Source: an optimization exercise on an open RTL-to-GDS flow (aim: small area). Production flows keep margins and buffers that such runs may drop. The RTL was checked by simulation tests, not by an equivalence proof against the original design. The clock port is modelled as an ideal driver; clocking choices that lean on that would not hold on a real chip. Power figures rest on the tool's default switching activity, not on a simulated workload.

## fbsbdecoder
module fbsbdecoder(
    input pclk,
    input resetn,
    input rx,
    output [7:0] data_o,
    output dataValid,
    output sample,
    output parity_out
    );
    localparam [4:0] SH0 = 5'd1,  SH4 = 5'd5,  IDLE = 5'd0;
    localparam [4:0] SL0 = 5'd9,  SL4 = 5'd13, PEND = 5'd8;
    localparam [4:0] D0  = 5'd16, D7  = 5'd23, D8 = 5'd24, VER = 5'd25;
    reg [1:0] sync;
    reg [4:0] st;
    reg [5:0] cnt;
    reg       half;
    reg [1:0] vote;
    reg [4:0] dd;
    reg [10:0] h;
    reg [7:0] data;
    reg       par, pp;
    wire idle  = (st == IDLE);
    wire pend  = (st == PEND);
    wire scls  = ~st[4] & (st[2:0] != 3'd0) & ~(st[2] & st[1]);    
    wire dcls  = st[4] & ~(st[3] & st[0]);                
    wire ver   = (st == VER);
    wire lastg = st[2] & st[0];                           
    wire low   = st[3];                                   
    wire stuck = ~|h[10:9];
    assign sample = (scls & (dd == 5'd0)) | (dcls & (dd[4:2] == 3'd0) & ~(dd[1] & dd[0]));
    wire ev    = sample & (dd == 5'd0);                   
    wire cap   = sample;
    wire rxs   = sync[1];
    wire v3    = (vote == 2'd3);
    wire sdec  = scls & (cnt[2:0] == (lastg ? 3'd4 : 3'd5));
    wire spass = low ? ~v3 : (lastg ? vote[1] : v3);
    wire ddec  = dcls & ~half & (dd == 5'd24);
    wire ppdec = (st == D8) & half & (dd == 5'd0);
    wire last  = (cnt == 6'd35);
    wire sixth = dcls & half & (dd == 5'd0) & (st != D8);
    wire tmr   = cnt[5] & ~dcls;                          
    wire vb    = rxs ^ (dcls & ~half);
    wire [1:0] vinc = (vote == 2'd3) ? 2'd3 : vote + {1'b0, vb};
  ...
Settings: LEC_CHECK=0, CAP_MARGIN=0, CORE_AREA=4 4 68 68, DIE_AREA=0 0 72 72, PLACE_DENSITY=0.85, SLEW_MARGIN=0; clock period 10.0 ns.
standard.sh (not shown) runs the stock make flow with config.mk's settings and CLKGATE_MAP_FILE= SYNTH_SCRIPT=/design/flow/synth_recipe.tcl, a recipe that flattens the netlist after the stock synthesis.
==> flow/flow/run.sh <==
#!/bin/bash
set -euo pipefail
W=$(pwd)
F=$W/flow
# ORFS synth.tcl with the abc call's script swapped for flow/area.abc
sed 's#^  log_cmd abc {\*}\$abc_args#  set abc_args [lreplace $abc_args 1 1 $::env(OWN_ABC_SCRIPT)]\n  log_cmd abc {*}$abc_args#' \
  "$FLOW_HOME/scripts/synth.tcl" > "$W/own_synth_body.tcl"
grep -q OWN_ABC_SCRIPT "$W/own_synth_body.tcl"
sed "s#\$::env(SCRIPTS_DIR)/synth.tcl#$W/own_synth_body.tcl#" "$W/synth_recipe.tcl" > "$W/own_synth.tcl"
grep -q own_synth_body "$W/own_synth.tcl"
export OWN_ABC_SCRIPT=$F/area.abc
export BUFFER_PORTS_ARGS="-buffer_cell sky130_fd_sc_hd__buf_1"
export POST_CTS_TCL=$F/post_cts.tcl
export CTS_ARGS="-sink_clustering_enable -repair_clock_nets -dont_use_dummy_load -buf_list {sky130_fd_sc_hd__clkbuf_8}"
bash "$W/standard.sh" SYNTH_SCRIPT="$W/own_synth.tcl" ADDER_MAP_FILE= finish > "$W/flow_make.log" 2>&1
==> flow/flow/area.abc <==
strash
ifraig
scorr
dc2
strash
&get -n
&deepsyn -I 4 -J 200
&put
dc2
strash
&get -n
&dch -f
&nf -R 1000
&put
&get -n
&dch -f
&nf -R 1000
&put
topo
stime -c
==> flow/flow/post_cts.tcl <==
estimate_parasitics -placement
proc clk_slew_max {} {
  set m 0.0
  foreach pin [get_pins -of_objects [all_registers] -filter "is_clock==1"] {
    foreach p {slew_max_rise slew_max_fall} {
      set v [get_property $pin $p]
      if {$v > $m} { set m $v }
    }
  }
  return $m
}
set limit 0.112
set sizes {sky130_fd_sc_hd__clkbuf_2 sky130_fd_sc_hd__clkbuf_4 sky130_fd_sc_hd__clkbuf_8 sky130_fd_sc_hd__clkbuf_16}
puts "post_cts: clock pin slew before [clk_slew_max]"
foreach inst [get_cells -filter "ref_name=~sky130_fd_sc_hd__clkbuf_*"] {
  set name [get_full_name $inst]
  if {![string match clkbuf_* $name]} { continue }
  set orig [get_property $inst ref_name]
  foreach s $sizes {
    if {$s eq $orig} { break }
    replace_cell $inst $s
    estimate_parasitics -placement
    if {[clk_slew_max] <= $limit} { puts "post_cts: $name $orig -> $s"; set orig $s; break }
    replace_cell $inst $orig
    estimate_parasitics -placement
  }
}
puts "post_cts: clock pin slew after [clk_slew_max]"
Edit:
--- a/flow/flow/area.abc
+++ b/flow/flow/area.abc
@@ -9,2 +8,0 @@
-dc2
-strash
The changed run completed with no timing, DRC or antenna violations; die area does not change; design area climbs slightly; via count drops slightly.
Edit:
--- a/flow/flow/area.abc
+++ b/flow/flow/area.abc
@@ -7 +7 @@
-&deepsyn -I 4 -J 200
+&deepsyn -I 8 -J 200
@@ -8,0 +9,2 @@
+dc2
+strash
Wire length rose by 3.3%.
Critical path depth is unchanged.
Final area falls by 0.49%.
Edit:
--- a/flow/flow/area.abc
+++ b/flow/flow/area.abc
@@ -7 +7 @@
-&deepsyn -I 8 -J 200
+&deepsyn -I 4 -J 200
Settings changed: PLACE_DENSITY 0.85 to 0.95.
Outcome: Maximum frequency grows by 1.5%; global-route usage goes down by 0.23 points; first-iteration DRC count is lower by 14%; worst setup slack improves by 64 ps; sequential cell count is unchanged; non-clock buffer count does not change; design area stays the same; power barely changes; wire length drops by 0.98%; hold slack gets better by 23 ps.

-- port drivers added, routing unchanged --
Ports are ideal in the flow. The routed layouts listed here were re-timed in OpenROAD. Step 1, drivers: a clkbuf_16 drives pclk and a buf_2 each remaining input, both assumed. Step 2 adds t to the input delays and takes it off the output delays; t is the mean of the earliest and latest rising clock arrival at the registers after step 1. Input paths then give back, and output paths get back, about the clock's delay inside the block. a / b / c = ideal / step 1 / step 2; a / b = the first two.
| run | t (ns) | slack for setup (ns) | worst setup path after step 2 |
|---|---|---|---|
| the first run | 0.398 | 5.806 / 5.784 / 6.182 | register to output |
| the second run | 0.385 | 5.745 / 5.721 / 6.106 | register to output |
| the third run | 0.398 | 5.806 / 5.784 / 6.182 | register to output |
| the fourth run | 0.383 | 5.870 / 5.846 / 6.228 | register to output |
After both steps every run listed still meets setup and hold.
